Background: an optimization exercise with open tools, aiming at small area. Do not read the settings as production practice. RTL that was checked went through simulation tests only; none was proved equivalent to the original. Function not checked in run 2: the RTL went through the layout flow alone. Power and IR drop assume default switching activity.

==> flow/design.v (outline; a module is shown in full before it is edited, if it fits) <==
// module fa: 4 lines
// module hai: 4 lines
// module sel3: 3 lines
// module multiply: 679 lines
module multiply (
    input             clk,
    input      [26:0] input_a,
    input      [26:0] input_b,
    output     [26:0] output_q,
    output            underflow
);
  // ...
==> flow/flow/run.sh <==
#!/bin/bash
# Layout flow: the standard flow (standard.sh), except that
#  - synthesis maps the small leaf modules (sel3, hai) with an area-oriented
#    ABC script (flow/abc_leaf.script) and the rest with flow/abc.script, and
#    extracts half adders only inside the design's ha modules (full adders
#    everywhere); otherwise it is the standard flow's synthesis script unchanged;
#  - extra make variables from flow/extra.txt (port buffer cell, power
#    recovery).
# Tool logs are under orfs/logs; make's output goes to make_finish.log.
set -euo pipefail
W=$(pwd)
{
  head -n 1 synth_recipe.tcl
  cat <<'EOT'
proc abc {args} {
  set i [lsearch -exact $args -script]
  set a1 $args; set a2 $args
  lset a1 [expr {$i + 1}] $::env(MY_ABC_SCRIPT_LEAF)
  lset a2 [expr {$i + 1}] $::env(MY_ABC_SCRIPT)
  yosys abc {*}$a1 sel3 hai
  yosys abc {*}$a2 multiply
}
proc extract_fa {args} {
  yosys extract_fa -fa {*}$args
  yosys extract_fa -ha {*}$args ha
}
EOT
  tail -n +2 synth_recipe.tcl
} > my_synth.tcl
export MY_ABC_SCRIPT=$W/flow/abc.script
export MY_ABC_SCRIPT_LEAF=$W/flow/abc_leaf.script
EXTRA=()
[[ -f flow/extra.txt ]] && mapfile -t EXTRA < flow/extra.txt
bash standard.sh SYNTH_SCRIPT=$W/my_synth.tcl "${EXTRA[@]}" finish > make_finish.log 2>&1
==> flow/flow/abc.script <==
strash
dch
map -D 5000
topo
stime -c
==> flow/flow/abc_leaf.script <==
strash
dch
amap
topo
stime -c
==> flow/flow/extra.txt <==
BUFFER_PORTS_ARGS=-buffer_cell sky130_fd_sc_hd__buf_1
RECOVER_POWER=100
==> flow/standard.sh <==
#!/bin/bash
# synth_recipe.tcl (not shown) runs the flow's synth.tcl, then flattens the netlist and writes it again
# the make line also repeats each setting of config.mk as NAME=value (left out here)
make -C /OpenROAD-flow-scripts/flow DESIGN_CONFIG=/design/flow/config.mk WORK_HOME=/design/flow/orfs CLKGATE_MAP_FILE= SYNTH_SCRIPT=/design/flow/synth_recipe.tcl "${@:-finish}"
==> flow/config.mk <==
export PLATFORM = sky130hd
export DESIGN_NAME = multiply
export DESIGN_NICKNAME = multiply
export VERILOG_FILES = /design/flow/design.v
export SDC_FILE = /design/flow/constraint.sdc
export NUM_CORES = 4
export LEC_CHECK = 0
export CAP_MARGIN = 20
export CORE_MARGIN = 2
export CORE_UTILIZATION = 40
export GPL_TIMING_DRIVEN = 0
export PLACE_DENSITY = 0.6
export SLEW_MARGIN = 20
export SYNTH_HIERARCHICAL = 1
export SYNTH_MINIMUM_KEEP_SIZE = 0
==> flow/constraint.sdc <==
create_clock -name core_clock -period 8.5 [get_ports {clk}]
set_input_delay 1.7000 -clock core_clock [delete_from_list [all_inputs] [get_ports {clk}]]
set_output_delay 1.7000 -clock core_clock [all_outputs]
set_load 0.01 [all_outputs]
==> reports/results.ini, run 1 <==
[worst_hold_path]
holdPathEnd = q_sign

[clock_tree]
cts_tree = done
cts-hold-fix-buffers = 0
cts_max_level = 1
cts_max_path_buffers = 2
ctsRootBufferMaster = clkbuf_16

[power]
clockPowerShare = 0.053
switching_share = 0.540
power_clock_uw = 140
power.group.top = combinational cells
p_total_uw = 2620

[drt]
highest_layer = met4
drcViolationCount = 0
dr_total_vias = 7750

[final_layout]
seq_cell_count = 28
multi_input_area_mm2 = 0.00631
drive_gt1_frac = 0.0813
clock_area_frac = 0.0130
largest_class = multi-input combinational cells
final_cell_mix = a222oi_1, nand2_1, fa_1
largest-register = q_prod
fin_nets = 1136
signal_buffers = 91
instances_no_fill = 1184

[critical_path]
worst_setup_path_end_kind = flop
cpMaxStageDelayCell = a222oi_1
critical_path.startpoint = input_a[3]

[global_routing]
busiest_layer = met2
grt_pass1_wl_um = 39200
grt_util_met2 = 0.410

[sta]
min_period_over_period = 0.955
fin_crit_ns = 8.12
relSlewSlack = 0.186
max_freq_mhz = 123
holdWs_ns = 1.71

[yosys]
synth.most_common_cell = a222oi_1
synth_area_leaders = fa_1, a222oi_1, dfxtp_1
synth_ff_type = dfxtp_1
synth_warnings = 8

[placed_design]
place_ws_ns = -1.30
place_hpwl_um = 17700
placed_cells = 1176

[run_status]
status = finished clean

[floorplan]
well_tap_count = 225
start_util = 0.412

==> run 2, diff against run 1 <==
==> flow/design.v (replaced) <==
module fa (input a, input b, input c, output s, output co);
  assign s = a ^ b ^ c;
  assign co = (a & b) | (a & c) | (b & c);
endmodule
module multiply (
    input             clk,
    input      [26:0] input_a,
    input      [26:0] input_b,
    output reg [26:0] output_q,
    output            underflow
);
wire [17:0] ma = input_a[17:0];
wire [17:0] mb = input_b[17:0];
wire [7:0]  ea = input_a[25:18];
wire [7:0]  eb = input_b[25:18];
wire [8:0]  esum = ea + eb;
assign underflow = esum < 9'd127;
wire s1_0, s2_0, s3_0, ppn_0_0, ppn_0_1, ppn_0_2, ppn_0_3, ppn_0_4, ppn_0_5, ppn_0_6, ppn_0_7, ppn_0_8;
wire ppn_0_9, ppn_0_10, ppn_0_11, ppn_0_12, ppn_0_13, ppn_0_14, ppn_0_15, ppn_0_16, ppn_0_17, ppn_0_18, ppn_0_19, s1_1;
wire s2_1, s3_1, ppn_1_0, ppn_1_1, ppn_1_2, ppn_1_3, ppn_1_4, ppn_1_5, ppn_1_6, ppn_1_7, ppn_1_8, ppn_1_9;
wire ppn_1_10, ppn_1_11, ppn_1_12, ppn_1_13, ppn_1_14, ppn_1_15, ppn_1_16, ppn_1_17, ppn_1_18, ppn_1_19, s1_2, s2_2;
wire s3_2, ppn_2_0, ppn_2_1, ppn_2_2, ppn_2_3, ppn_2_4, ppn_2_5, ppn_2_6, ppn_2_7, ppn_2_8, ppn_2_9, ppn_2_10;
wire ppn_2_11, ppn_2_12, ppn_2_13, ppn_2_14, ppn_2_15, ppn_2_16, ppn_2_17, ppn_2_18, ppn_2_19, s1_3, s2_3, s3_3;
wire ppn_3_0, ppn_3_1, ppn_3_2, ppn_3_3, ppn_3_4, ppn_3_5, ppn_3_6, ppn_3_7, ppn_3_8, ppn_3_9, ppn_3_10, ppn_3_11;
wire ppn_3_12, ppn_3_13, ppn_3_14, ppn_3_15, ppn_3_16, ppn_3_17, ppn_3_18, ppn_3_19, s1_4, s2_4, s3_4, ppn_4_0;
wire ppn_4_1, ppn_4_2, ppn_4_3, ppn_4_4, ppn_4_5, ppn_4_6, ppn_4_7, ppn_4_8, ppn_4_9, ppn_4_10, ppn_4_11, ppn_4_12;
wire ppn_4_13, ppn_4_14, ppn_4_15, ppn_4_16, ppn_4_17, ppn_4_18, ppn_4_19, s1_5, s2_5, s3_5, ppn_5_0, ppn_5_1;
wire ppn_5_2, ppn_5_3, ppn_5_4, ppn_5_5, ppn_5_6, ppn_5_7, ppn_5_8, ppn_5_9, ppn_5_10, ppn_5_11, ppn_5_12, ppn_5_13;
wire ppn_5_14, ppn_5_15, ppn_5_16, ppn_5_17, ppn_5_18, ppn_5_19, s1_6, s2_6, s3_6, ppn_6_0, ppn_6_1, ppn_6_2;
wire ppn_6_3, ppn_6_4, ppn_6_5, ppn_6_6, ppn_6_7, ppn_6_8, ppn_6_9, ppn_6_10, ppn_6_11, ppn_6_12, ppn_6_13, ppn_6_14;
wire ppn_6_15, ppn_6_16, ppn_6_17, ppn_6_18, ppn_6_19, s1_7, s2_7, s3_7, ppn_7_0, ppn_7_1, ppn_7_2, ppn_7_3;
wire ppn_7_4, ppn_7_5, ppn_7_6, ppn_7_7, ppn_7_8, ppn_7_9, ppn_7_10, ppn_7_11, ppn_7_12, ppn_7_13, ppn_7_14, ppn_7_15;
wire ppn_7_16, ppn_7_17, ppn_7_18, ppn_7_19, s1_8, s2_8, s3_8, ppn_8_0, ppn_8_1, ppn_8_2, ppn_8_3, ppn_8_4;
wire ppn_8_5, ppn_8_6, ppn_8_7, ppn_8_8, ppn_8_9, ppn_8_10, ppn_8_11, ppn_8_12, ppn_8_13, ppn_8_14, ppn_8_15, ppn_8_16;
wire ppn_8_17, ppn_8_18, ppn_8_19, is0, ic0, fs0, fc0, fs1, fc1, is1, ic1, fs2;
wire fc2, fs3, fc3, fs4, fc4, fs5, fc5, is2, ic2, fs6, fc6, fs7;
wire fc7, fs8, fc8, fs9, fc9, fs10, fc10, fs11, fc11, fs12, fc12, fs13;
wire fc13, fs14, fc14, fs15, fc15, fs16, fc16, is3, ic3, fs17, fc17, fs18;
wire fc18, is4, ic4, fs19, fc19, fs20, fc20, fs21, fc21, is5, ic5, fs22;
wire fc22, is6, ic6, is7, ic7, fs23, fc23, fs24, fc24, is8, ic8, fs25;
wire fc25, fs26, fc26, fs27, fc27, fs28, fc28, fs29, fc29, fs30, fc30, fs31;
wire fc31, fs32, fc32, fs33, fc33, fs34, fc34, fs35, fc35, fs36, fc36, fs37;
wire fc37, fs38, fc38, fs39, fc39, fs40, fc40, fs41, fc41, fs42, fc42, fs43;
wire fc43, fs44, fc44, fs45, fc45, fs46, fc46, fs47, fc47, fs48, fc48, fs49;
wire fc49, fs50, fc50, fs51, fc51, fs52, fc52, fs53, fc53, fs54, fc54, fs55;
wire fc55, fs56, fc56, fs57, fc57, is9, ic9, fs58, fc58, is10, ic10, is11;
wire ic11, fs59, fc59, fs60, fc60, fs61, fc61, fs62, fc62, fs63, fc63, fs64;
wire fc64, fs65, fc65, fs66, fc66, fs67, fc67, fs68, fc68, fs69, fc69, fs70;
wire fc70, fs71, fc71, fs72, fc72, fs73, fc73, fs74, fc74, fs75, fc75, fs76;
wire fc76, fs77, fc77, fs78, fc78, fs79, fc79, fs80, fc80, fs81, fc81, fs82;
wire fc82, is12, ic12, is13, ic13, fs83, fc83, fs84, fc84, fs85, fc85, fs86;
wire fc86, fs87, fc87, fs88, fc88, fs89, fc89, fs90, fc90, fs91, fc91, fs92;
wire fc92, fs93, fc93, fs94, fc94, fs95, fc95, fs96, fc96, fs97, fc97, fs98;
wire fc98, fs99, fc99, fs100, fc100, fs101, fc101, fs102, fc102, fs103, fc103, fs104;
wire fc104, fs105, fc105, fs106, fc106, fs107, fc107, fs108, fc108, fs109, fc109, fs110;
wire fc110, is14, ic14;
wire [19:0] t;
wire [17:0] tg, tp;
assign t[0] = ma[0];
assign tg[1] = ma[1] & ma[0];
assign tp[1] = ma[1] ^ ma[0];
assign tg[2] = ma[2] & ma[1];
assign tp[2] = ma[2] ^ ma[1];
assign tg[3] = ma[3] & ma[2];
assign tp[3] = ma[3] ^ ma[2];
assign tg[4] = ma[4] & ma[3];
assign tp[4] = ma[4] ^ ma[3];
assign tg[5] = ma[5] & ma[4];
assign tp[5] = ma[5] ^ ma[4];
assign tg[6] = ma[6] & ma[5];
assign tp[6] = ma[6] ^ ma[5];
assign tg[7] = ma[7] & ma[6];
assign tp[7] = ma[7] ^ ma[6];
assign tg[8] = ma[8] & ma[7];
assign tp[8] = ma[8] ^ ma[7];
assign tg[9] = ma[9] & ma[8];
assign tp[9] = ma[9] ^ ma[8];
assign tg[10] = ma[10] & ma[9];
assign tp[10] = ma[10] ^ ma[9];
assign tg[11] = ma[11] & ma[10];
assign tp[11] = ma[11] ^ ma[10];
assign tg[12] = ma[12] & ma[11];
assign tp[12] = ma[12] ^ ma[11];
assign tg[13] = ma[13] & ma[12];
assign tp[13] = ma[13] ^ ma[12];
assign tg[14] = ma[14] & ma[13];
assign tp[14] = ma[14] ^ ma[13];
assign tg[15] = ma[15] & ma[14];
assign tp[15] = ma[15] ^ ma[14];
assign tg[16] = ma[16] & ma[15];
assign tp[16] = ma[16] ^ ma[15];
assign tg[17] = ma[17] & ma[16];
assign tp[17] = ma[17] ^ ma[16];
assign tg[0] = 1'b0;
assign tp[0] = 1'b0;
wire tG0 = tg[1] | (tp[1] & tg[0]);
wire tG1 = tg[3] | (tp[3] & tg[2]);
wire tP1 = tp[3] & tp[2];
wire tG2 = tg[5] | (tp[5] & tg[4]);
wire tP2 = tp[5] & tp[4];
wire tG3 = tg[7] | (tp[7] & tg[6]);
wire tP3 = tp[7] & tp[6];
wire tG4 = tg[9] | (tp[9] & tg[8]);
wire tP4 = tp[9] & tp[8];
wire tG5 = tg[11] | (tp[11] & tg[10]);
wire tP5 = tp[11] & tp[10];
wire tG6 = tg[13] | (tp[13] & tg[12]);
wire tP6 = tp[13] & tp[12];
wire tG7 = tg[15] | (tp[15] & tg[14]);
wire tP7 = tp[15] & tp[14];
wire tG8 = tg[17] | (tp[17] & tg[16]);
wire tP8 = tp[17] & tp[16];
wire tG9 = tG1 | (tP1 & tG0);
wire tG10 = tG3 | (tP3 & tG2);
wire tP10 = tP3 & tP2;
wire tG11 = tG5 | (tP5 & tG4);
wire tP11 = tP5 & tP4;
wire tG12 = tG7 | (tP7 & tG6);
wire tP12 = tP7 & tP6;
wire tG13 = tG10 | (tP10 & tG9);
wire tG14 = tG12 | (tP12 & tG11);
wire tP14 = tP12 & tP11;
wire tG15 = tG14 | (tP14 & tG13);
wire tG16 = tG11 | (tP11 & tG13);
wire tG17 = tG2 | (tP2 & tG9);
wire tG18 = tG4 | (tP4 & tG13);
wire tG19 = tG6 | (tP6 & tG16);
wire tG20 = tG8 | (tP8 & tG15);
wire tG21 = tg[2] | (tp[2] & tG0);
wire tG22 = tg[4] | (tp[4] & tG9);
wire tG23 = tg[6] | (tp[6] & tG17);
wire tG24 = tg[8] | (tp[8] & tG13);
wire tG25 = tg[10] | (tp[10] & tG18);
wire tG26 = tg[12] | (tp[12] & tG16);
wire tG27 = tg[14] | (tp[14] & tG19);
wire tG28 = tg[16] | (tp[16] & tG15);
assign t[1] = tp[1];
assign t[2] = tp[2] ^ tG0;
assign t[3] = tp[3] ^ tG21;
assign t[4] = tp[4] ^ tG9;
assign t[5] = tp[5] ^ tG22;
assign t[6] = tp[6] ^ tG17;
assign t[7] = tp[7] ^ tG23;
assign t[8] = tp[8] ^ tG13;
assign t[9] = tp[9] ^ tG24;
assign t[10] = tp[10] ^ tG18;
assign t[11] = tp[11] ^ tG25;
assign t[12] = tp[12] ^ tG16;
assign t[13] = tp[13] ^ tG26;
assign t[14] = tp[14] ^ tG19;
assign t[15] = tp[15] ^ tG27;
assign t[16] = tp[16] ^ tG15;
assign t[17] = tp[17] ^ tG28;
assign t[18] = ma[17] ^ tG20;
assign t[19] = ma[17] & tG20;
assign s1_0 = mb[0] & ~mb[1];
assign s2_0 = mb[1] & ~mb[0];
assign s3_0 = mb[1] & mb[0];
assign ppn_0_0 = ~((s1_0 & ma[0]) | (s3_0 & t[0]));
assign ppn_0_1 = ~((s1_0 & ma[1]) | (s2_0 & ma[0]) | (s3_0 & t[1]));
assign ppn_0_2 = ~((s1_0 & ma[2]) | (s2_0 & ma[1]) | (s3_0 & t[2]));
assign ppn_0_3 = ~((s1_0 & ma[3]) | (s2_0 & ma[2]) | (s3_0 & t[3]));
assign ppn_0_4 = ~((s1_0 & ma[4]) | (s2_0 & ma[3]) | (s3_0 & t[4]));
assign ppn_0_5 = ~((s1_0 & ma[5]) | (s2_0 & ma[4]) | (s3_0 & t[5]));
assign ppn_0_6 = ~((s1_0 & ma[6]) | (s2_0 & ma[5]) | (s3_0 & t[6]));
assign ppn_0_7 = ~((s1_0 & ma[7]) | (s2_0 & ma[6]) | (s3_0 & t[7]));
assign ppn_0_8 = ~((s1_0 & ma[8]) | (s2_0 & ma[7]) | (s3_0 & t[8]));
assign ppn_0_9 = ~((s1_0 & ma[9]) | (s2_0 & ma[8]) | (s3_0 & t[9]));
assign ppn_0_10 = ~((s1_0 & ma[10]) | (s2_0 & ma[9]) | (s3_0 & t[10]));
assign ppn_0_11 = ~((s1_0 & ma[11]) | (s2_0 & ma[10]) | (s3_0 & t[11]));
assign ppn_0_12 = ~((s1_0 & ma[12]) | (s2_0 & ma[11]) | (s3_0 & t[12]));
assign ppn_0_13 = ~((s1_0 & ma[13]) | (s2_0 & ma[12]) | (s3_0 & t[13]));
assign ppn_0_14 = ~((s1_0 & ma[14]) | (s2_0 & ma[13]) | (s3_0 & t[14]));
assign ppn_0_15 = ~((s1_0 & ma[15]) | (s2_0 & ma[14]) | (s3_0 & t[15]));
assign ppn_0_16 = ~((s1_0 & ma[16]) | (s2_0 & ma[15]) | (s3_0 & t[16]));
assign ppn_0_17 = ~((s1_0 & ma[17]) | (s2_0 & ma[16]) | (s3_0 & t[17]));
assign ppn_0_18 = ~((s2_0 & ma[17]) | (s3_0 & t[18]));
assign ppn_0_19 = ~((s3_0 & t[19]));
assign s1_1 = mb[2] & ~mb[3];
assign s2_1 = mb[3] & ~mb[2];
assign s3_1 = mb[3] & mb[2];
assign ppn_1_0 = ~((s1_1 & ma[0]) | (s3_1 & t[0]));
assign ppn_1_1 = ~((s1_1 & ma[1]) | (s2_1 & ma[0]) | (s3_1 & t[1]));
assign ppn_1_2 = ~((s1_1 & ma[2]) | (s2_1 & ma[1]) | (s3_1 & t[2]));
assign ppn_1_3 = ~((s1_1 & ma[3]) | (s2_1 & ma[2]) | (s3_1 & t[3]));
assign ppn_1_4 = ~((s1_1 & ma[4]) | (s2_1 & ma[3]) | (s3_1 & t[4]));
assign ppn_1_5 = ~((s1_1 & ma[5]) | (s2_1 & ma[4]) | (s3_1 & t[5]));
assign ppn_1_6 = ~((s1_1 & ma[6]) | (s2_1 & ma[5]) | (s3_1 & t[6]));
assign ppn_1_7 = ~((s1_1 & ma[7]) | (s2_1 & ma[6]) | (s3_1 & t[7]));
assign ppn_1_8 = ~((s1_1 & ma[8]) | (s2_1 & ma[7]) | (s3_1 & t[8]));
assign ppn_1_9 = ~((s1_1 & ma[9]) | (s2_1 & ma[8]) | (s3_1 & t[9]));
assign ppn_1_10 = ~((s1_1 & ma[10]) | (s2_1 & ma[9]) | (s3_1 & t[10]));
assign ppn_1_11 = ~((s1_1 & ma[11]) | (s2_1 & ma[10]) | (s3_1 & t[11]));
assign ppn_1_12 = ~((s1_1 & ma[12]) | (s2_1 & ma[11]) | (s3_1 & t[12]));
assign ppn_1_13 = ~((s1_1 & ma[13]) | (s2_1 & ma[12]) | (s3_1 & t[13]));
assign ppn_1_14 = ~((s1_1 & ma[14]) | (s2_1 & ma[13]) | (s3_1 & t[14]));
assign ppn_1_15 = ~((s1_1 & ma[15]) | (s2_1 & ma[14]) | (s3_1 & t[15]));
assign ppn_1_16 = ~((s1_1 & ma[16]) | (s2_1 & ma[15]) | (s3_1 & t[16]));
assign ppn_1_17 = ~((s1_1 & ma[17]) | (s2_1 & ma[16]) | (s3_1 & t[17]));
assign ppn_1_18 = ~((s2_1 & ma[17]) | (s3_1 & t[18]));
assign ppn_1_19 = ~((s3_1 & t[19]));
assign s1_2 = mb[4] & ~mb[5];
assign s2_2 = mb[5] & ~mb[4];
assign s3_2 = mb[5] & mb[4];
assign ppn_2_0 = ~((s1_2 & ma[0]) | (s3_2 & t[0]));
assign ppn_2_1 = ~((s1_2 & ma[1]) | (s2_2 & ma[0]) | (s3_2 & t[1]));
assign ppn_2_2 = ~((s1_2 & ma[2]) | (s2_2 & ma[1]) | (s3_2 & t[2]));
assign ppn_2_3 = ~((s1_2 & ma[3]) | (s2_2 & ma[2]) | (s3_2 & t[3]));
assign ppn_2_4 = ~((s1_2 & ma[4]) | (s2_2 & ma[3]) | (s3_2 & t[4]));
assign ppn_2_5 = ~((s1_2 & ma[5]) | (s2_2 & ma[4]) | (s3_2 & t[5]));
assign ppn_2_6 = ~((s1_2 & ma[6]) | (s2_2 & ma[5]) | (s3_2 & t[6]));
assign ppn_2_7 = ~((s1_2 & ma[7]) | (s2_2 & ma[6]) | (s3_2 & t[7]));
assign ppn_2_8 = ~((s1_2 & ma[8]) | (s2_2 & ma[7]) | (s3_2 & t[8]));
assign ppn_2_9 = ~((s1_2 & ma[9]) | (s2_2 & ma[8]) | (s3_2 & t[9]));
assign ppn_2_10 = ~((s1_2 & ma[10]) | (s2_2 & ma[9]) | (s3_2 & t[10]));
assign ppn_2_11 = ~((s1_2 & ma[11]) | (s2_2 & ma[10]) | (s3_2 & t[11]));
assign ppn_2_12 = ~((s1_2 & ma[12]) | (s2_2 & ma[11]) | (s3_2 & t[12]));
assign ppn_2_13 = ~((s1_2 & ma[13]) | (s2_2 & ma[12]) | (s3_2 & t[13]));
assign ppn_2_14 = ~((s1_2 & ma[14]) | (s2_2 & ma[13]) | (s3_2 & t[14]));
assign ppn_2_15 = ~((s1_2 & ma[15]) | (s2_2 & ma[14]) | (s3_2 & t[15]));
assign ppn_2_16 = ~((s1_2 & ma[16]) | (s2_2 & ma[15]) | (s3_2 & t[16]));
assign ppn_2_17 = ~((s1_2 & ma[17]) | (s2_2 & ma[16]) | (s3_2 & t[17]));
assign ppn_2_18 = ~((s2_2 & ma[17]) | (s3_2 & t[18]));
assign ppn_2_19 = ~((s3_2 & t[19]));
assign s1_3 = mb[6] & ~mb[7];
assign s2_3 = mb[7] & ~mb[6];
assign s3_3 = mb[7] & mb[6];
assign ppn_3_0 = ~((s1_3 & ma[0]) | (s3_3 & t[0]));
assign ppn_3_1 = ~((s1_3 & ma[1]) | (s2_3 & ma[0]) | (s3_3 & t[1]));
assign ppn_3_2 = ~((s1_3 & ma[2]) | (s2_3 & ma[1]) | (s3_3 & t[2]));
assign ppn_3_3 = ~((s1_3 & ma[3]) | (s2_3 & ma[2]) | (s3_3 & t[3]));
assign ppn_3_4 = ~((s1_3 & ma[4]) | (s2_3 & ma[3]) | (s3_3 & t[4]));
assign ppn_3_5 = ~((s1_3 & ma[5]) | (s2_3 & ma[4]) | (s3_3 & t[5]));
assign ppn_3_6 = ~((s1_3 & ma[6]) | (s2_3 & ma[5]) | (s3_3 & t[6]));
assign ppn_3_7 = ~((s1_3 & ma[7]) | (s2_3 & ma[6]) | (s3_3 & t[7]));
assign ppn_3_8 = ~((s1_3 & ma[8]) | (s2_3 & ma[7]) | (s3_3 & t[8]));
assign ppn_3_9 = ~((s1_3 & ma[9]) | (s2_3 & ma[8]) | (s3_3 & t[9]));
assign ppn_3_10 = ~((s1_3 & ma[10]) | (s2_3 & ma[9]) | (s3_3 & t[10]));
assign ppn_3_11 = ~((s1_3 & ma[11]) | (s2_3 & ma[10]) | (s3_3 & t[11]));
assign ppn_3_12 = ~((s1_3 & ma[12]) | (s2_3 & ma[11]) | (s3_3 & t[12]));
assign ppn_3_13 = ~((s1_3 & ma[13]) | (s2_3 & ma[12]) | (s3_3 & t[13]));
assign ppn_3_14 = ~((s1_3 & ma[14]) | (s2_3 & ma[13]) | (s3_3 & t[14]));
assign ppn_3_15 = ~((s1_3 & ma[15]) | (s2_3 & ma[14]) | (s3_3 & t[15]));
assign ppn_3_16 = ~((s1_3 & ma[16]) | (s2_3 & ma[15]) | (s3_3 & t[16]));
assign ppn_3_17 = ~((s1_3 & ma[17]) | (s2_3 & ma[16]) | (s3_3 & t[17]));
assign ppn_3_18 = ~((s2_3 & ma[17]) | (s3_3 & t[18]));
assign ppn_3_19 = ~((s3_3 & t[19]));
assign s1_4 = mb[8] & ~mb[9];
assign s2_4 = mb[9] & ~mb[8];
assign s3_4 = mb[9] & mb[8];
assign ppn_4_0 = ~((s1_4 & ma[0]) | (s3_4 & t[0]));
assign ppn_4_1 = ~((s1_4 & ma[1]) | (s2_4 & ma[0]) | (s3_4 & t[1]));
assign ppn_4_2 = ~((s1_4 & ma[2]) | (s2_4 & ma[1]) | (s3_4 & t[2]));
assign ppn_4_3 = ~((s1_4 & ma[3]) | (s2_4 & ma[2]) | (s3_4 & t[3]));
assign ppn_4_4 = ~((s1_4 & ma[4]) | (s2_4 & ma[3]) | (s3_4 & t[4]));
assign ppn_4_5 = ~((s1_4 & ma[5]) | (s2_4 & ma[4]) | (s3_4 & t[5]));
assign ppn_4_6 = ~((s1_4 & ma[6]) | (s2_4 & ma[5]) | (s3_4 & t[6]));
assign ppn_4_7 = ~((s1_4 & ma[7]) | (s2_4 & ma[6]) | (s3_4 & t[7]));
assign ppn_4_8 = ~((s1_4 & ma[8]) | (s2_4 & ma[7]) | (s3_4 & t[8]));
assign ppn_4_9 = ~((s1_4 & ma[9]) | (s2_4 & ma[8]) | (s3_4 & t[9]));
assign ppn_4_10 = ~((s1_4 & ma[10]) | (s2_4 & ma[9]) | (s3_4 & t[10]));
assign ppn_4_11 = ~((s1_4 & ma[11]) | (s2_4 & ma[10]) | (s3_4 & t[11]));
assign ppn_4_12 = ~((s1_4 & ma[12]) | (s2_4 & ma[11]) | (s3_4 & t[12]));
assign ppn_4_13 = ~((s1_4 & ma[13]) | (s2_4 & ma[12]) | (s3_4 & t[13]));
assign ppn_4_14 = ~((s1_4 & ma[14]) | (s2_4 & ma[13]) | (s3_4 & t[14]));
assign ppn_4_15 = ~((s1_4 & ma[15]) | (s2_4 & ma[14]) | (s3_4 & t[15]));
assign ppn_4_16 = ~((s1_4 & ma[16]) | (s2_4 & ma[15]) | (s3_4 & t[16]));
assign ppn_4_17 = ~((s1_4 & ma[17]) | (s2_4 & ma[16]) | (s3_4 & t[17]));
assign ppn_4_18 = ~((s2_4 & ma[17]) | (s3_4 & t[18]));
assign ppn_4_19 = ~((s3_4 & t[19]));
assign s1_5 = mb[10] & ~mb[11];
assign s2_5 = mb[11] & ~mb[10];
assign s3_5 = mb[11] & mb[10];
assign ppn_5_0 = ~((s1_5 & ma[0]) | (s3_5 & t[0]));
assign ppn_5_1 = ~((s1_5 & ma[1]) | (s2_5 & ma[0]) | (s3_5 & t[1]));
assign ppn_5_2 = ~((s1_5 & ma[2]) | (s2_5 & ma[1]) | (s3_5 & t[2]));
assign ppn_5_3 = ~((s1_5 & ma[3]) | (s2_5 & ma[2]) | (s3_5 & t[3]));
assign ppn_5_4 = ~((s1_5 & ma[4]) | (s2_5 & ma[3]) | (s3_5 & t[4]));
assign ppn_5_5 = ~((s1_5 & ma[5]) | (s2_5 & ma[4]) | (s3_5 & t[5]));
assign ppn_5_6 = ~((s1_5 & ma[6]) | (s2_5 & ma[5]) | (s3_5 & t[6]));
assign ppn_5_7 = ~((s1_5 & ma[7]) | (s2_5 & ma[6]) | (s3_5 & t[7]));
assign ppn_5_8 = ~((s1_5 & ma[8]) | (s2_5 & ma[7]) | (s3_5 & t[8]));
assign ppn_5_9 = ~((s1_5 & ma[9]) | (s2_5 & ma[8]) | (s3_5 & t[9]));
assign ppn_5_10 = ~((s1_5 & ma[10]) | (s2_5 & ma[9]) | (s3_5 & t[10]));
assign ppn_5_11 = ~((s1_5 & ma[11]) | (s2_5 & ma[10]) | (s3_5 & t[11]));
assign ppn_5_12 = ~((s1_5 & ma[12]) | (s2_5 & ma[11]) | (s3_5 & t[12]));
assign ppn_5_13 = ~((s1_5 & ma[13]) | (s2_5 & ma[12]) | (s3_5 & t[13]));
assign ppn_5_14 = ~((s1_5 & ma[14]) | (s2_5 & ma[13]) | (s3_5 & t[14]));
assign ppn_5_15 = ~((s1_5 & ma[15]) | (s2_5 & ma[14]) | (s3_5 & t[15]));
assign ppn_5_16 = ~((s1_5 & ma[16]) | (s2_5 & ma[15]) | (s3_5 & t[16]));
assign ppn_5_17 = ~((s1_5 & ma[17]) | (s2_5 & ma[16]) | (s3_5 & t[17]));
assign ppn_5_18 = ~((s2_5 & ma[17]) | (s3_5 & t[18]));
assign ppn_5_19 = ~((s3_5 & t[19]));
assign s1_6 = mb[12] & ~mb[13];
assign s2_6 = mb[13] & ~mb[12];
assign s3_6 = mb[13] & mb[12];
assign ppn_6_0 = ~((s1_6 & ma[0]) | (s3_6 & t[0]));
assign ppn_6_1 = ~((s1_6 & ma[1]) | (s2_6 & ma[0]) | (s3_6 & t[1]));
assign ppn_6_2 = ~((s1_6 & ma[2]) | (s2_6 & ma[1]) | (s3_6 & t[2]));
assign ppn_6_3 = ~((s1_6 & ma[3]) | (s2_6 & ma[2]) | (s3_6 & t[3]));
assign ppn_6_4 = ~((s1_6 & ma[4]) | (s2_6 & ma[3]) | (s3_6 & t[4]));
assign ppn_6_5 = ~((s1_6 & ma[5]) | (s2_6 & ma[4]) | (s3_6 & t[5]));
assign ppn_6_6 = ~((s1_6 & ma[6]) | (s2_6 & ma[5]) | (s3_6 & t[6]));
assign ppn_6_7 = ~((s1_6 & ma[7]) | (s2_6 & ma[6]) | (s3_6 & t[7]));
assign ppn_6_8 = ~((s1_6 & ma[8]) | (s2_6 & ma[7]) | (s3_6 & t[8]));
assign ppn_6_9 = ~((s1_6 & ma[9]) | (s2_6 & ma[8]) | (s3_6 & t[9]));
assign ppn_6_10 = ~((s1_6 & ma[10]) | (s2_6 & ma[9]) | (s3_6 & t[10]));
assign ppn_6_11 = ~((s1_6 & ma[11]) | (s2_6 & ma[10]) | (s3_6 & t[11]));
assign ppn_6_12 = ~((s1_6 & ma[12]) | (s2_6 & ma[11]) | (s3_6 & t[12]));
assign ppn_6_13 = ~((s1_6 & ma[13]) | (s2_6 & ma[12]) | (s3_6 & t[13]));
assign ppn_6_14 = ~((s1_6 & ma[14]) | (s2_6 & ma[13]) | (s3_6 & t[14]));
assign ppn_6_15 = ~((s1_6 & ma[15]) | (s2_6 & ma[14]) | (s3_6 & t[15]));
assign ppn_6_16 = ~((s1_6 & ma[16]) | (s2_6 & ma[15]) | (s3_6 & t[16]));
assign ppn_6_17 = ~((s1_6 & ma[17]) | (s2_6 & ma[16]) | (s3_6 & t[17]));
assign ppn_6_18 = ~((s2_6 & ma[17]) | (s3_6 & t[18]));
assign ppn_6_19 = ~((s3_6 & t[19]));
assign s1_7 = mb[14] & ~mb[15];
assign s2_7 = mb[15] & ~mb[14];
assign s3_7 = mb[15] & mb[14];
assign ppn_7_0 = ~((s1_7 & ma[0]) | (s3_7 & t[0]));
assign ppn_7_1 = ~((s1_7 & ma[1]) | (s2_7 & ma[0]) | (s3_7 & t[1]));
assign ppn_7_2 = ~((s1_7 & ma[2]) | (s2_7 & ma[1]) | (s3_7 & t[2]));
assign ppn_7_3 = ~((s1_7 & ma[3]) | (s2_7 & ma[2]) | (s3_7 & t[3]));
assign ppn_7_4 = ~((s1_7 & ma[4]) | (s2_7 & ma[3]) | (s3_7 & t[4]));
assign ppn_7_5 = ~((s1_7 & ma[5]) | (s2_7 & ma[4]) | (s3_7 & t[5]));
assign ppn_7_6 = ~((s1_7 & ma[6]) | (s2_7 & ma[5]) | (s3_7 & t[6]));
assign ppn_7_7 = ~((s1_7 & ma[7]) | (s2_7 & ma[6]) | (s3_7 & t[7]));
assign ppn_7_8 = ~((s1_7 & ma[8]) | (s2_7 & ma[7]) | (s3_7 & t[8]));
assign ppn_7_9 = ~((s1_7 & ma[9]) | (s2_7 & ma[8]) | (s3_7 & t[9]));
assign ppn_7_10 = ~((s1_7 & ma[10]) | (s2_7 & ma[9]) | (s3_7 & t[10]));
assign ppn_7_11 = ~((s1_7 & ma[11]) | (s2_7 & ma[10]) | (s3_7 & t[11]));
assign ppn_7_12 = ~((s1_7 & ma[12]) | (s2_7 & ma[11]) | (s3_7 & t[12]));
assign ppn_7_13 = ~((s1_7 & ma[13]) | (s2_7 & ma[12]) | (s3_7 & t[13]));
assign ppn_7_14 = ~((s1_7 & ma[14]) | (s2_7 & ma[13]) | (s3_7 & t[14]));
assign ppn_7_15 = ~((s1_7 & ma[15]) | (s2_7 & ma[14]) | (s3_7 & t[15]));
assign ppn_7_16 = ~((s1_7 & ma[16]) | (s2_7 & ma[15]) | (s3_7 & t[16]));
assign ppn_7_17 = ~((s1_7 & ma[17]) | (s2_7 & ma[16]) | (s3_7 & t[17]));
assign ppn_7_18 = ~((s2_7 & ma[17]) | (s3_7 & t[18]));
assign ppn_7_19 = ~((s3_7 & t[19]));
assign s1_8 = mb[16] & ~mb[17];
assign s2_8 = mb[17] & ~mb[16];
assign s3_8 = mb[17] & mb[16];
assign ppn_8_0 = ~((s1_8 & ma[0]) | (s3_8 & t[0]));
assign ppn_8_1 = ~((s1_8 & ma[1]) | (s2_8 & ma[0]) | (s3_8 & t[1]));
assign ppn_8_2 = ~((s1_8 & ma[2]) | (s2_8 & ma[1]) | (s3_8 & t[2]));
assign ppn_8_3 = ~((s1_8 & ma[3]) | (s2_8 & ma[2]) | (s3_8 & t[3]));
assign ppn_8_4 = ~((s1_8 & ma[4]) | (s2_8 & ma[3]) | (s3_8 & t[4]));
assign ppn_8_5 = ~((s1_8 & ma[5]) | (s2_8 & ma[4]) | (s3_8 & t[5]));
assign ppn_8_6 = ~((s1_8 & ma[6]) | (s2_8 & ma[5]) | (s3_8 & t[6]));
assign ppn_8_7 = ~((s1_8 & ma[7]) | (s2_8 & ma[6]) | (s3_8 & t[7]));
assign ppn_8_8 = ~((s1_8 & ma[8]) | (s2_8 & ma[7]) | (s3_8 & t[8]));
assign ppn_8_9 = ~((s1_8 & ma[9]) | (s2_8 & ma[8]) | (s3_8 & t[9]));
assign ppn_8_10 = ~((s1_8 & ma[10]) | (s2_8 & ma[9]) | (s3_8 & t[10]));
assign ppn_8_11 = ~((s1_8 & ma[11]) | (s2_8 & ma[10]) | (s3_8 & t[11]));
assign ppn_8_12 = ~((s1_8 & ma[12]) | (s2_8 & ma[11]) | (s3_8 & t[12]));
assign ppn_8_13 = ~((s1_8 & ma[13]) | (s2_8 & ma[12]) | (s3_8 & t[13]));
assign ppn_8_14 = ~((s1_8 & ma[14]) | (s2_8 & ma[13]) | (s3_8 & t[14]));
assign ppn_8_15 = ~((s1_8 & ma[15]) | (s2_8 & ma[14]) | (s3_8 & t[15]));
assign ppn_8_16 = ~((s1_8 & ma[16]) | (s2_8 & ma[15]) | (s3_8 & t[16]));
assign ppn_8_17 = ~((s1_8 & ma[17]) | (s2_8 & ma[16]) | (s3_8 & t[17]));
assign ppn_8_18 = ~((s2_8 & ma[17]) | (s3_8 & t[18]));
assign ppn_8_19 = ~((s3_8 & t[19]));
assign is0 = ~(ppn_0_12 ^ ppn_1_10);
assign ic0 = ppn_0_12 | ppn_1_10;
fa u_fa0 (.a(ppn_0_13), .b(ppn_1_11), .c(ppn_2_9), .s(fs0), .co(fc0));
fa u_fa1 (.a(ppn_0_14), .b(ppn_1_12), .c(ppn_2_10), .s(fs1), .co(fc1));
assign is1 = ~(ppn_3_8 ^ ppn_4_6);
assign ic1 = ppn_3_8 | ppn_4_6;
fa u_fa2 (.a(ppn_0_15), .b(ppn_1_13), .c(ppn_2_11), .s(fs2), .co(fc2));
fa u_fa3 (.a(ppn_3_9), .b(ppn_4_7), .c(ppn_5_5), .s(fs3), .co(fc3));
fa u_fa4 (.a(ppn_0_16), .b(ppn_1_14), .c(ppn_2_12), .s(fs4), .co(fc4));
fa u_fa5 (.a(ppn_3_10), .b(ppn_4_8), .c(ppn_5_6), .s(fs5), .co(fc5));
assign is2 = ~(ppn_6_4 ^ ppn_7_2);
assign ic2 = ppn_6_4 | ppn_7_2;
fa u_fa6 (.a(ppn_0_17), .b(ppn_1_15), .c(ppn_2_13), .s(fs6), .co(fc6));
fa u_fa7 (.a(ppn_3_11), .b(ppn_4_9), .c(ppn_5_7), .s(fs7), .co(fc7));
fa u_fa8 (.a(ppn_6_5), .b(ppn_7_3), .c(ppn_8_1), .s(fs8), .co(fc8));
fa u_fa9 (.a(ppn_0_18), .b(ppn_1_16), .c(ppn_2_14), .s(fs9), .co(fc9));
fa u_fa10 (.a(ppn_3_12), .b(ppn_4_10), .c(ppn_5_8), .s(fs10), .co(fc10));
fa u_fa11 (.a(ppn_6_6), .b(ppn_7_4), .c(ppn_8_2), .s(fs11), .co(fc11));
fa u_fa12 (.a(ppn_0_19), .b(ppn_1_17), .c(ppn_2_15), .s(fs12), .co(fc12));
fa u_fa13 (.a(ppn_3_13), .b(ppn_4_11), .c(ppn_5_9), .s(fs13), .co(fc13));
fa u_fa14 (.a(ppn_6_7), .b(ppn_7_5), .c(ppn_8_3), .s(fs14), .co(fc14));
fa u_fa15 (.a(ppn_1_18), .b(ppn_2_16), .c(ppn_3_14), .s(fs15), .co(fc15));
fa u_fa16 (.a(ppn_4_12), .b(ppn_5_10), .c(ppn_6_8), .s(fs16), .co(fc16));
assign is3 = ~(ppn_7_6 ^ ppn_8_4);
assign ic3 = ppn_7_6 | ppn_8_4;
fa u_fa17 (.a(ppn_1_19), .b(ppn_2_17), .c(ppn_3_15), .s(fs17), .co(fc17));
fa u_fa18 (.a(ppn_4_13), .b(ppn_5_11), .c(ppn_6_9), .s(fs18), .co(fc18));
assign is4 = ~(ppn_7_7 ^ ppn_8_5);
assign ic4 = ppn_7_7 | ppn_8_5;
fa u_fa19 (.a(ppn_2_18), .b(ppn_3_16), .c(ppn_4_14), .s(fs19), .co(fc19));
fa u_fa20 (.a(ppn_5_12), .b(ppn_6_10), .c(ppn_7_8), .s(fs20), .co(fc20));
fa u_fa21 (.a(ppn_2_19), .b(ppn_3_17), .c(ppn_4_15), .s(fs21), .co(fc21));
assign is5 = ~(ppn_5_13 ^ ppn_6_11);
assign ic5 = ppn_5_13 | ppn_6_11;
fa u_fa22 (.a(ppn_3_18), .b(ppn_4_16), .c(ppn_5_14), .s(fs22), .co(fc22));
assign is6 = ~(ppn_3_19 ^ ppn_4_17);
assign ic6 = ppn_3_19 | ppn_4_17;
assign is7 = ~(ppn_0_8 ^ ppn_1_6);
assign ic7 = ppn_0_8 | ppn_1_6;
fa u_fa23 (.a(ppn_0_9), .b(ppn_1_7), .c(ppn_2_5), .s(fs23), .co(fc23));
fa u_fa24 (.a(ppn_0_10), .b(ppn_1_8), .c(ppn_2_6), .s(fs24), .co(fc24));
assign is8 = ~(ppn_3_4 ^ ppn_4_2);
assign ic8 = ppn_3_4 | ppn_4_2;
fa u_fa25 (.a(ppn_0_11), .b(ppn_1_9), .c(ppn_2_7), .s(fs25), .co(fc25));
fa u_fa26 (.a(ppn_3_5), .b(ppn_4_3), .c(ppn_5_1), .s(fs26), .co(fc26));
fa u_fa27 (.a(is0), .b(ppn_2_8), .c(ppn_3_6), .s(fs27), .co(fc27));
fa u_fa28 (.a(ppn_4_4), .b(ppn_5_2), .c(ppn_6_0), .s(fs28), .co(fc28));
fa u_fa29 (.a(ic0), .b(fs0), .c(ppn_3_7), .s(fs29), .co(fc29));
fa u_fa30 (.a(ppn_4_5), .b(ppn_5_3), .c(ppn_6_1), .s(fs30), .co(fc30));
fa u_fa31 (.a(fc0), .b(fs1), .c(is1), .s(fs31), .co(fc31));
fa u_fa32 (.a(ppn_5_4), .b(ppn_6_2), .c(ppn_7_0), .s(fs32), .co(fc32));
fa u_fa33 (.a(fc1), .b(ic1), .c(fs2), .s(fs33), .co(fc33));
fa u_fa34 (.a(fs3), .b(ppn_6_3), .c(ppn_7_1), .s(fs34), .co(fc34));
fa u_fa35 (.a(fc2), .b(fc3), .c(fs4), .s(fs35), .co(fc35));
fa u_fa36 (.a(fs5), .b(is2), .c(ppn_8_0), .s(fs36), .co(fc36));
fa u_fa37 (.a(fc4), .b(fc5), .c(ic2), .s(fs37), .co(fc37));
fa u_fa38 (.a(fs6), .b(fs7), .c(fs8), .s(fs38), .co(fc38));
fa u_fa39 (.a(fc6), .b(fc7), .c(fc8), .s(fs39), .co(fc39));
fa u_fa40 (.a(fs9), .b(fs10), .c(fs11), .s(fs40), .co(fc40));
fa u_fa41 (.a(fc9), .b(fc10), .c(fc11), .s(fs41), .co(fc41));
fa u_fa42 (.a(fs12), .b(fs13), .c(fs14), .s(fs42), .co(fc42));
fa u_fa43 (.a(fc12), .b(fc13), .c(fc14), .s(fs43), .co(fc43));
fa u_fa44 (.a(fs15), .b(fs16), .c(is3), .s(fs44), .co(fc44));
fa u_fa45 (.a(fc15), .b(fc16), .c(ic3), .s(fs45), .co(fc45));
fa u_fa46 (.a(fs17), .b(fs18), .c(is4), .s(fs46), .co(fc46));
fa u_fa47 (.a(fc17), .b(fc18), .c(ic4), .s(fs47), .co(fc47));
fa u_fa48 (.a(fs19), .b(fs20), .c(ppn_8_6), .s(fs48), .co(fc48));
fa u_fa49 (.a(fc19), .b(fc20), .c(fs21), .s(fs49), .co(fc49));
fa u_fa50 (.a(is5), .b(ppn_7_9), .c(ppn_8_7), .s(fs50), .co(fc50));
fa u_fa51 (.a(fc21), .b(ic5), .c(fs22), .s(fs51), .co(fc51));
fa u_fa52 (.a(ppn_6_12), .b(ppn_7_10), .c(ppn_8_8), .s(fs52), .co(fc52));
fa u_fa53 (.a(fc22), .b(is6), .c(ppn_5_15), .s(fs53), .co(fc53));
fa u_fa54 (.a(ppn_6_13), .b(ppn_7_11), .c(ppn_8_9), .s(fs54), .co(fc54));
fa u_fa55 (.a(ic6), .b(ppn_4_18), .c(ppn_5_16), .s(fs55), .co(fc55));
fa u_fa56 (.a(ppn_6_14), .b(ppn_7_12), .c(ppn_8_10), .s(fs56), .co(fc56));
fa u_fa57 (.a(ppn_4_19), .b(ppn_5_17), .c(ppn_6_15), .s(fs57), .co(fc57));
assign is9 = ~(ppn_7_13 ^ ppn_8_11);
assign ic9 = ppn_7_13 | ppn_8_11;
fa u_fa58 (.a(ppn_5_18), .b(ppn_6_16), .c(ppn_7_14), .s(fs58), .co(fc58));
assign is10 = ~(ppn_5_19 ^ ppn_6_17);
assign ic10 = ppn_5_19 | ppn_6_17;
assign is11 = ~(ppn_0_6 ^ ppn_1_4);
assign ic11 = ppn_0_6 | ppn_1_4;
fa u_fa59 (.a(ppn_0_7), .b(ppn_1_5), .c(ppn_2_3), .s(fs59), .co(fc59));
fa u_fa60 (.a(is7), .b(ppn_2_4), .c(ppn_3_2), .s(fs60), .co(fc60));
fa u_fa61 (.a(ic7), .b(fs23), .c(ppn_3_3), .s(fs61), .co(fc61));
fa u_fa62 (.a(fc23), .b(fs24), .c(is8), .s(fs62), .co(fc62));
fa u_fa63 (.a(fc24), .b(ic8), .c(fs25), .s(fs63), .co(fc63));
fa u_fa64 (.a(fc25), .b(fc26), .c(fs27), .s(fs64), .co(fc64));
fa u_fa65 (.a(fc27), .b(fc28), .c(fs29), .s(fs65), .co(fc65));
fa u_fa66 (.a(fc29), .b(fc30), .c(fs31), .s(fs66), .co(fc66));
fa u_fa67 (.a(fc31), .b(fc32), .c(fs33), .s(fs67), .co(fc67));
fa u_fa68 (.a(fc33), .b(fc34), .c(fs35), .s(fs68), .co(fc68));
fa u_fa69 (.a(fc35), .b(fc36), .c(fs37), .s(fs69), .co(fc69));
fa u_fa70 (.a(fc37), .b(fc38), .c(fs39), .s(fs70), .co(fc70));
fa u_fa71 (.a(fc39), .b(fc40), .c(fs41), .s(fs71), .co(fc71));
fa u_fa72 (.a(fc41), .b(fc42), .c(fs43), .s(fs72), .co(fc72));
fa u_fa73 (.a(fc43), .b(fc44), .c(fs45), .s(fs73), .co(fc73));
fa u_fa74 (.a(fc45), .b(fc46), .c(fs47), .s(fs74), .co(fc74));
fa u_fa75 (.a(fc47), .b(fc48), .c(fs49), .s(fs75), .co(fc75));
fa u_fa76 (.a(fc49), .b(fc50), .c(fs51), .s(fs76), .co(fc76));
fa u_fa77 (.a(fc51), .b(fc52), .c(fs53), .s(fs77), .co(fc77));
fa u_fa78 (.a(fc53), .b(fc54), .c(fs55), .s(fs78), .co(fc78));
fa u_fa79 (.a(fc55), .b(fc56), .c(fs57), .s(fs79), .co(fc79));
fa u_fa80 (.a(fc57), .b(ic9), .c(fs58), .s(fs80), .co(fc80));
fa u_fa81 (.a(fc58), .b(is10), .c(ppn_7_15), .s(fs81), .co(fc81));
fa u_fa82 (.a(ic10), .b(ppn_6_18), .c(ppn_7_16), .s(fs82), .co(fc82));
assign is12 = ~(ppn_6_19 ^ ppn_7_17);
assign ic12 = ppn_6_19 | ppn_7_17;
assign is13 = ~(ppn_0_4 ^ ppn_1_2);
assign ic13 = ppn_0_4 | ppn_1_2;
fa u_fa83 (.a(ppn_0_5), .b(ppn_1_3), .c(ppn_2_1), .s(fs83), .co(fc83));
fa u_fa84 (.a(is11), .b(ppn_2_2), .c(ppn_3_0), .s(fs84), .co(fc84));
fa u_fa85 (.a(ic11), .b(fs59), .c(ppn_3_1), .s(fs85), .co(fc85));
fa u_fa86 (.a(fc59), .b(fs60), .c(ppn_4_0), .s(fs86), .co(fc86));
fa u_fa87 (.a(fc60), .b(fs61), .c(ppn_4_1), .s(fs87), .co(fc87));
fa u_fa88 (.a(fc61), .b(fs62), .c(ppn_5_0), .s(fs88), .co(fc88));
fa u_fa89 (.a(fc62), .b(fs63), .c(fs26), .s(fs89), .co(fc89));
fa u_fa90 (.a(fc63), .b(fs64), .c(fs28), .s(fs90), .co(fc90));
fa u_fa91 (.a(fc64), .b(fs65), .c(fs30), .s(fs91), .co(fc91));
fa u_fa92 (.a(fc65), .b(fs66), .c(fs32), .s(fs92), .co(fc92));
fa u_fa93 (.a(fc66), .b(fs67), .c(fs34), .s(fs93), .co(fc93));
fa u_fa94 (.a(fc67), .b(fs68), .c(fs36), .s(fs94), .co(fc94));
fa u_fa95 (.a(fc68), .b(fs69), .c(fs38), .s(fs95), .co(fc95));
fa u_fa96 (.a(fc69), .b(fs70), .c(fs40), .s(fs96), .co(fc96));
fa u_fa97 (.a(fc70), .b(fs71), .c(fs42), .s(fs97), .co(fc97));
fa u_fa98 (.a(fc71), .b(fs72), .c(fs44), .s(fs98), .co(fc98));
fa u_fa99 (.a(fc72), .b(fs73), .c(fs46), .s(fs99), .co(fc99));
fa u_fa100 (.a(fc73), .b(fs74), .c(fs48), .s(fs100), .co(fc100));
fa u_fa101 (.a(fc74), .b(fs75), .c(fs50), .s(fs101), .co(fc101));
fa u_fa102 (.a(fc75), .b(fs76), .c(fs52), .s(fs102), .co(fc102));
fa u_fa103 (.a(fc76), .b(fs77), .c(fs54), .s(fs103), .co(fc103));
fa u_fa104 (.a(fc77), .b(fs78), .c(fs56), .s(fs104), .co(fc104));
fa u_fa105 (.a(fc78), .b(fs79), .c(is9), .s(fs105), .co(fc105));
fa u_fa106 (.a(fc79), .b(fs80), .c(ppn_8_12), .s(fs106), .co(fc106));
fa u_fa107 (.a(fc80), .b(fs81), .c(ppn_8_13), .s(fs107), .co(fc107));
fa u_fa108 (.a(fc81), .b(fs82), .c(ppn_8_14), .s(fs108), .co(fc108));
fa u_fa109 (.a(fc82), .b(is12), .c(ppn_8_15), .s(fs109), .co(fc109));
fa u_fa110 (.a(ic12), .b(ppn_7_18), .c(ppn_8_16), .s(fs110), .co(fc110));
assign is14 = ~(ppn_7_19 ^ ppn_8_17);
assign ic14 = ppn_7_19 | ppn_8_17;
wire [35:0] ran = {ppn_8_19, ic14, fc110, fc109, fc108, fc107, fc106, fc105, fc104, fc103, fc102, fc101, fc100, fc99, fc98, fc97, fc96, fc95, fc94, fc93, fc92, fc91, fc90, fc89, fc88, fc87, fc86, fc85, fc84, fc83, ic13, is13, ppn_0_3, ppn_0_2, ppn_0_1, ppn_0_0};
wire [35:0] rbn = {1'b1, ppn_8_18, is14, fs110, fs109, fs108, fs107, fs106, fs105, fs104, fs103, fs102, fs101, fs100, fs99, fs98, fs97, fs96, fs95, fs94, fs93, fs92, fs91, fs90, fs89, fs88, fs87, fs86, fs85, fs84, fs83, ppn_2_0, ppn_1_1, ppn_1_0, 1'b1, 1'b1};
wire [35:0] pr, g, p;
assign p = ran ^ rbn;
assign g = ~(ran | rbn);
wire cG0 = g[1] | (p[1] & g[0]);
wire cG1 = g[3] | (p[3] & g[2]);
wire cP1 = p[3] & p[2];
wire cG2 = g[5] | (p[5] & g[4]);
wire cP2 = p[5] & p[4];
wire cG3 = g[7] | (p[7] & g[6]);
wire cP3 = p[7] & p[6];
wire cG4 = g[9] | (p[9] & g[8]);
wire cP4 = p[9] & p[8];
wire cG5 = g[11] | (p[11] & g[10]);
wire cP5 = p[11] & p[10];
wire cG6 = g[13] | (p[13] & g[12]);
wire cP6 = p[13] & p[12];
wire cG7 = g[15] | (p[15] & g[14]);
wire cP7 = p[15] & p[14];
wire cG8 = g[17] | (p[17] & g[16]);
wire cP8 = p[17] & p[16];
wire cG9 = g[19] | (p[19] & g[18]);
wire cP9 = p[19] & p[18];
wire cG10 = g[21] | (p[21] & g[20]);
wire cP10 = p[21] & p[20];
wire cG11 = g[23] | (p[23] & g[22]);
wire cP11 = p[23] & p[22];
wire cG12 = g[25] | (p[25] & g[24]);
wire cP12 = p[25] & p[24];
wire cG13 = g[27] | (p[27] & g[26]);
wire cP13 = p[27] & p[26];
wire cG14 = g[29] | (p[29] & g[28]);
wire cP14 = p[29] & p[28];
wire cG15 = g[31] | (p[31] & g[30]);
wire cP15 = p[31] & p[30];
wire cG16 = g[33] | (p[33] & g[32]);
wire cP16 = p[33] & p[32];
wire cG17 = g[35] | (p[35] & g[34]);
wire cP17 = p[35] & p[34];
wire cG18 = cG1 | (cP1 & cG0);
wire cG19 = cG3 | (cP3 & cG2);
wire cP19 = cP3 & cP2;
wire cG20 = cG5 | (cP5 & cG4);
wire cP20 = cP5 & cP4;
wire cG21 = cG7 | (cP7 & cG6);
wire cP21 = cP7 & cP6;
wire cG22 = cG9 | (cP9 & cG8);
wire cP22 = cP9 & cP8;
wire cG23 = cG11 | (cP11 & cG10);
wire cP23 = cP11 & cP10;
wire cG24 = cG13 | (cP13 & cG12);
wire cP24 = cP13 & cP12;
wire cG25 = cG15 | (cP15 & cG14);
wire cP25 = cP15 & cP14;
wire cG26 = cG17 | (cP17 & cG16);
wire cP26 = cP17 & cP16;
wire cG27 = cG19 | (cP19 & cG18);
wire cG28 = cG21 | (cP21 & cG20);
wire cP28 = cP21 & cP20;
wire cG29 = cG23 | (cP23 & cG22);
wire cP29 = cP23 & cP22;
wire cG30 = cG25 | (cP25 & cG24);
wire cP30 = cP25 & cP24;
wire cG31 = cG28 | (cP28 & cG27);
wire cG32 = cG30 | (cP30 & cG29);
wire cP32 = cP30 & cP29;
wire cG33 = cG32 | (cP32 & cG31);
wire cG34 = cG29 | (cP29 & cG31);
wire cG35 = cG20 | (cP20 & cG27);
wire cG36 = cG22 | (cP22 & cG31);
wire cG37 = cG24 | (cP24 & cG34);
wire cG38 = cG26 | (cP26 & cG33);
wire cG39 = cG2 | (cP2 & cG18);
wire cG40 = cG4 | (cP4 & cG27);
wire cG41 = cG6 | (cP6 & cG35);
wire cG42 = cG8 | (cP8 & cG31);
wire cG43 = cG10 | (cP10 & cG36);
wire cG44 = cG12 | (cP12 & cG34);
wire cG45 = cG14 | (cP14 & cG37);
wire cG46 = cG16 | (cP16 & cG33);
wire cG47 = g[2] | (p[2] & cG0);
wire cG48 = g[4] | (p[4] & cG18);
wire cG49 = g[6] | (p[6] & cG39);
wire cG50 = g[8] | (p[8] & cG27);
wire cG51 = g[10] | (p[10] & cG40);
wire cG52 = g[12] | (p[12] & cG35);
wire cG53 = g[14] | (p[14] & cG41);
wire cG54 = g[16] | (p[16] & cG31);
wire cG55 = g[18] | (p[18] & cG42);
wire cG56 = g[20] | (p[20] & cG36);
wire cG57 = g[22] | (p[22] & cG43);
wire cG58 = g[24] | (p[24] & cG34);
wire cG59 = g[26] | (p[26] & cG44);
wire cG60 = g[28] | (p[28] & cG37);
wire cG61 = g[30] | (p[30] & cG45);
wire cG62 = g[32] | (p[32] & cG33);
wire cG63 = g[34] | (p[34] & cG46);
assign pr[0] = p[0];
assign pr[1] = p[1] ^ g[0];
assign pr[2] = p[2] ^ cG0;
assign pr[3] = p[3] ^ cG47;
assign pr[4] = p[4] ^ cG18;
assign pr[5] = p[5] ^ cG48;
assign pr[6] = p[6] ^ cG39;
assign pr[7] = p[7] ^ cG49;
assign pr[8] = p[8] ^ cG27;
assign pr[9] = p[9] ^ cG50;
assign pr[10] = p[10] ^ cG40;
assign pr[11] = p[11] ^ cG51;
assign pr[12] = p[12] ^ cG35;
assign pr[13] = p[13] ^ cG52;
assign pr[14] = p[14] ^ cG41;
assign pr[15] = p[15] ^ cG53;
assign pr[16] = p[16] ^ cG31;
assign pr[17] = p[17] ^ cG54;
assign pr[18] = p[18] ^ cG42;
assign pr[19] = p[19] ^ cG55;
assign pr[20] = p[20] ^ cG36;
assign pr[21] = p[21] ^ cG56;
assign pr[22] = p[22] ^ cG43;
assign pr[23] = p[23] ^ cG57;
assign pr[24] = p[24] ^ cG34;
assign pr[25] = p[25] ^ cG58;
assign pr[26] = p[26] ^ cG44;
assign pr[27] = p[27] ^ cG59;
assign pr[28] = p[28] ^ cG37;
assign pr[29] = p[29] ^ cG60;
assign pr[30] = p[30] ^ cG45;
assign pr[31] = p[31] ^ cG61;
assign pr[32] = p[32] ^ cG33;
assign pr[33] = p[33] ^ cG62;
assign pr[34] = p[34] ^ cG46;
assign pr[35] = p[35] ^ cG63;
wire p35 = pr[35];
wire nz = (|ma) & (|mb);
wire [7:0] einc = esum[7:0] + 8'd1;
wire [7:0] e = p35 ? einc : esum[7:0];
wire [17:0] m = p35 ? pr[35:18] : pr[34:17];
always @(posedge clk)
    output_q <= {(input_a[26] ^ input_b[26]) & nz, {~e[7], e[6:0]} & {8{nz}}, m};
endmodule
==> flow/flow/run.sh (replaced) <==
#!/bin/bash
# Layout flow: the standard flow (standard.sh), except that
#  - synthesis maps the logic with our own ABC script (flow/abc.script) and
#    extracts half adders only inside the design's ha modules (full adders
#    everywhere); otherwise it is the standard flow's synthesis script unchanged;
#  - extra make variables from flow/extra.txt (port buffer cell, power
#    recovery).
# Tool logs are under orfs/logs; make's output goes to make_finish.log.
set -euo pipefail
W=$(pwd)
{
  head -n 1 synth_recipe.tcl
  cat <<'EOT'
proc abc {args} {
  set i [lsearch -exact $args -script]
  if {$i >= 0} { lset args [expr {$i + 1}] $::env(MY_ABC_SCRIPT) }
  yosys abc {*}$args
}
proc extract_fa {args} {
  yosys extract_fa -fa {*}$args
  yosys extract_fa -ha {*}$args ha
}
EOT
  tail -n +2 synth_recipe.tcl
} > my_synth.tcl
export MY_ABC_SCRIPT=$W/flow/abc.script
EXTRA=()
[[ -f flow/extra.txt ]] && mapfile -t EXTRA < flow/extra.txt
bash standard.sh SYNTH_SCRIPT=$W/my_synth.tcl "${EXTRA[@]}" finish > make_finish.log 2>&1
==> flow/flow/abc.script (replaced) <==
strash
dch
map
topo
stime -c
==> flow/config.mk (replaced) <==
export PLATFORM = sky130hd
export DESIGN_NAME = multiply
export DESIGN_NICKNAME = multiply
export VERILOG_FILES = /design/flow/design.v
export SDC_FILE = /design/flow/constraint.sdc
export NUM_CORES = 4
export LEC_CHECK = 0
export CAP_MARGIN = 20
export CORE_MARGIN = 2
export CORE_UTILIZATION = 40
export PLACE_DENSITY = 0.6
export SLEW_MARGIN = 20
export SYNTH_HIERARCHICAL = 1
export SYNTH_MINIMUM_KEEP_SIZE = 0
removed: flow/flow/abc_leaf.script
==> run 2 against run 1 <==
Critical path type unchanged. Synthesized cell count increased by 21%. Hold slack got worse by 0.0079 ns. Combinational power increased by 43%. Largest power group unchanged. Setup slack improved by 0.096 ns. Final cell count increased by 31%. Global-route usage increased by 8.9 points. Sequential share of layout area decreased by 1.3 points. Synthesized area increased by 7.9%. Maximum frequency increased by 1.2%. Non-clock buffer count increased by 145.
==> reports/results.ini, run 2 <==
[yosys]
synth_area_leaders = fa_1, o22ai_1, a21oi_1  ; was fa_1, a222oi_1, dfxtp_1
ys_seq_area_frac = 0.0701  ; was 0.0785
synth_edf_count = 0  ; unchanged
synth.most_common_cell = nand2_1  ; was a222oi_1
synthesis.instances = 1050  ; was 865
synth_fp_nets = 1234  ; was 1041
synth-adder-area-share = 0.335  ; was 0.341
synthXorXnorAreaFrac = 0.0443  ; was 0.0589
synth_area_per_cell_um2 = 7.34  ; was 8.26 um2
synthMuxAreaShare = 0  ; unchanged
synth_simple_gate_area_frac = 0.180  ; was 0.177
synth_top_family_by_area = adder cells  ; unchanged
synth_ff_type = dfxtp_1  ; unchanged
synth_seq_cells = 27  ; was 28
ys_types = 34  ; was 30
synth-compound-area-share = 0.309  ; was 0.283
synth_top_area_share = 0.335  ; was 0.339
mappedNetlistArea_mm2 = 0.00771  ; was 0.00714 mm2
synth_common_cells = nand2_1, a21oi_1, fa_1  ; was a222oi_1, nand2_1, nor2_1
synthArstFlopShare = 0  ; unchanged
yosysTopAreaCell = fa_1  ; unchanged
synth_warnings = 8  ; unchanged

[floorplan]
die_y_um = 143  ; was 138 um
die_w_um = 143  ; was 138 um
rows = 50  ; was 48
ios = 83  ; unchanged
dieArea_mm2 = 0.0204  ; was 0.0189 mm2
start_util = 0.409  ; was 0.412
core_mm2 = 0.0188  ; was 0.0174 mm2

[global_routing]
grt_antenna_before_repair = 0  ; unchanged
grt_pass1_wl_um = 53600  ; was 39200 um
gr-total-overflow = 0  ; unchanged
grt_pass1_vias = 9233  ; was 7277
grt_max_degree = 21  ; was 24
grt_util_all_layers = 0.353  ; was 0.264

[critical_path]
startpoint_type = input pin  ; unchanged
path_max_fanout = 5  ; was 22
crit_path_end = output_q[11]  ; was q_prod[18]
cpMaxStageDelayCell = fa_2  ; was a222oi_1
critical_path_class = input pin to flop  ; unchanged
critical_path_arrival_ns = 8.16  ; was 8.31 ns
crit_cells = 35  ; was 29
crit_path_max_incr_delay_ns = 0.63  ; was 0.54 ns
worst_setup_path_end_kind = flop  ; unchanged
crit_required_ns = 8.64  ; was 8.70 ns
path_delay_family = adder cells  ; unchanged
path_buf_inv = 10  ; was 5
critical_path.startpoint = input_a[3]  ; unchanged

[placed_design]
postPlaceCellArea_mm2 = 0.00948  ; was 0.00782 mm2
routabilityCongestion = 1.15  ; was 0.910
place_hpwl_um = 27900  ; was 17700 um
io_buffers = 82  ; unchanged

[run_status]
status = finished clean  ; unchanged

[power]
p_per_area_mw_per_mm2 = 364  ; was 323 mW/mm2
ir_drop_mv = 0.251  ; was 0.270 mV
p_leak_uw = 0.00347  ; was 0.00270 uW

[drt]
dr_total_vias = 9510  ; was 7750
drcViolationCount = 0  ; unchanged
via_per_inst = 6.13  ; was 6.55
postRouteAntennaNets = 0  ; unchanged
drt_first_iter_violations = 1257  ; was 1684
wl_um = 35800  ; was 24300 um
wl_per_cell_um = 23.1  ; was 20.5 um
first_pass_iters = 6  ; was 28

[worst_hold_path]
hold_start = input_a[26]  ; unchanged
min_path_type = input pin to flop  ; unchanged

[clock_tree]
cts_max_path_buffers = 2  ; unchanged
cts_max_level = 1  ; unchanged
ctsRootBufferMaster = clkbuf_16  ; unchanged
cts-hold-fix-buffers = 0  ; unchanged
path_clk_slew_ns = 0.07  ; about the same
cts_tree = done  ; unchanged
cts_buffers = 3  ; unchanged
cts.sinks = 27  ; was 28

[final_layout]
drive_gt1_frac = 0.154  ; was 0.0813
final_cell_area_mm2 = 0.00966  ; was 0.00811 mm2
diodes = 0  ; unchanged
final_cell_mix = nand2_1, buf_4, a21oi_1  ; was a222oi_1, nand2_1, fa_1
reg_top3 = output_q x27  ; was q_prod x19, q_exp x8, q_sign x1
largest-register = output_q  ; was q_prod
areaGrowthSynthToFinish_pct = 25.4  ; was 13.6%
fin_nets = 1476  ; was 1136
largest_register_ffs = 27  ; was 19

[sta]
tns_ns = 0  ; unchanged
max_freq_mhz = 125  ; was 123 MHz
min_period_over_period = 0.944  ; was 0.955
setup_violations = 0  ; unchanged
slew_violations = 0  ; unchanged
finalHoldViolCount = 0  ; unchanged
fin_crit_ns = 8.02  ; was 8.12 ns
tightest_slew_ns = 1.05  ; was 1.22 ns
relSlewSlack = 0.300  ; was 0.186

[flow_run]
drv_cap = 0  ; unchanged

==> run 2: cell types whose count changed after synthesis, sizes merged, moves of 18 or more <==
cell,before,now
nand3,10,33
o22ai,4,125
a22oi,8,26
nor2,124,96
a222oi,152,0
a21oi,35,141
o21ai,28,66
==> run 2: what timing repair did <==
action                     in CTS  in global routing
setup buffers                   0                  2
setup endpoints to repair       0                 26
gates resized for setup         0                 34
==> run 2: metal layers <==
layer | global-route usage | vias up | part of all wire
li1 | - | 4242 | -
met1 | 0.480 | 4465 | 0.41
met2 | 0.531 | 650 | 0.42
met3 | 0.0845 | 153 | 0.11
met4 | 0.161 | 0 | 0.057
met5 | 0 | - | 0
==> run 2: cell type report <==
class,count,area [um2]
clock buffer,3,75.1
multi-input combinational,897,6780
fill,1915,9170
inverter,127,477
timing repair buffer,236,1460
tap,260,325
clock inverter,1,5.00
sequential,27,541
==> run 2: logic make-up after synthesis <==
| group | after synthesis |
|---|---|
| flip-flops | 27 |
| XOR/XNOR | 39 |
| AO/OA/AOI/OAI | 404 |
| adder cells (fa/ha/maj) | 129 |
| AND/OR/NAND/NOR | 324 |
| buffers and inverters | 127 |
==> run 2: where the power goes <==
| group | internal (uW) | switching [uW] | leakage (uW) |
|---|---|---|---|
| sequential | 212 | 14.2 | 0.000228 |
| clock | 63.6 | 45.0 | 0.0000409 |
| combinational | 1440 | 1730 | 0.00320 |
| total | 1720 | 1790 | 0.00347 |
==> run 2: stage by stage <==
step	power, uW	cells	setup slack [ns]	utilization	hold WS [ns]
after floorplan	2270	1050	0.160	-	1.85
after global placement	3340	1544	-0.104	0.504	1.97
after detailed placement	3380	1544	-0.285	0.504	1.98
after CTS	3510	1548	0.00130	0.508	1.70
after global routing	3990	1551	-0.000833	0.513	1.72
final	3510	1551	0.479	0.513	1.70
==> run 2: how the worst min path moves through the flow <==
stage,to,depth (start not counted)
final,output_q[26],3
after global placement,output_q[26],3
after CTS,output_q[26],3
after detailed placement,output_q[26],3
after floorplan,output_q[26],2
after global routing,output_q[26],3
==> run 2: modules after synthesis (local to each module, per instance) <==
module / cell area (um2) / flops+latches / copies in the design / cells
fa: 20.0 / 0 / 111 / 1
multiply: 5480 / 27 / 1 / 939

## separate check: timing with driven ports
No port has a modelled driver above. Below, the same layouts with a new extraction and two added sets of constraints. Step 1 (the two cells are an assumption about what drives the block):
set clk [get_ports {clk}]
set_driving_cell -lib_cell sky130_fd_sc_hd__clkbuf_16 $clk
set_driving_cell -lib_cell sky130_fd_sc_hd__buf_2 [delete_from_list [all_inputs] $clk]
Step 2 also shifts input and output timing later by t, the mid clock arrival at the registers, as if the neighbouring blocks saw the same clock. Slacks: ideal / step 1 / step 2; pairs: ideal / step 1.
run	shift t [ns]	slack for setup (ns)	latest minus earliest clock arrival (ns)	pins driven straight from the clock port
run 1	0.301	0.383 / 0.386 / 0.085	0.006 / 0.006	1
run 2	0.298	0.479 / 0.494 / 0.196	0.006 / 0.006	1
After both steps every run listed still meets setup and hold. The setup slack of run 1, which loses most, moves by +0.003 ns with the drivers and by -0.298 ns with both steps.
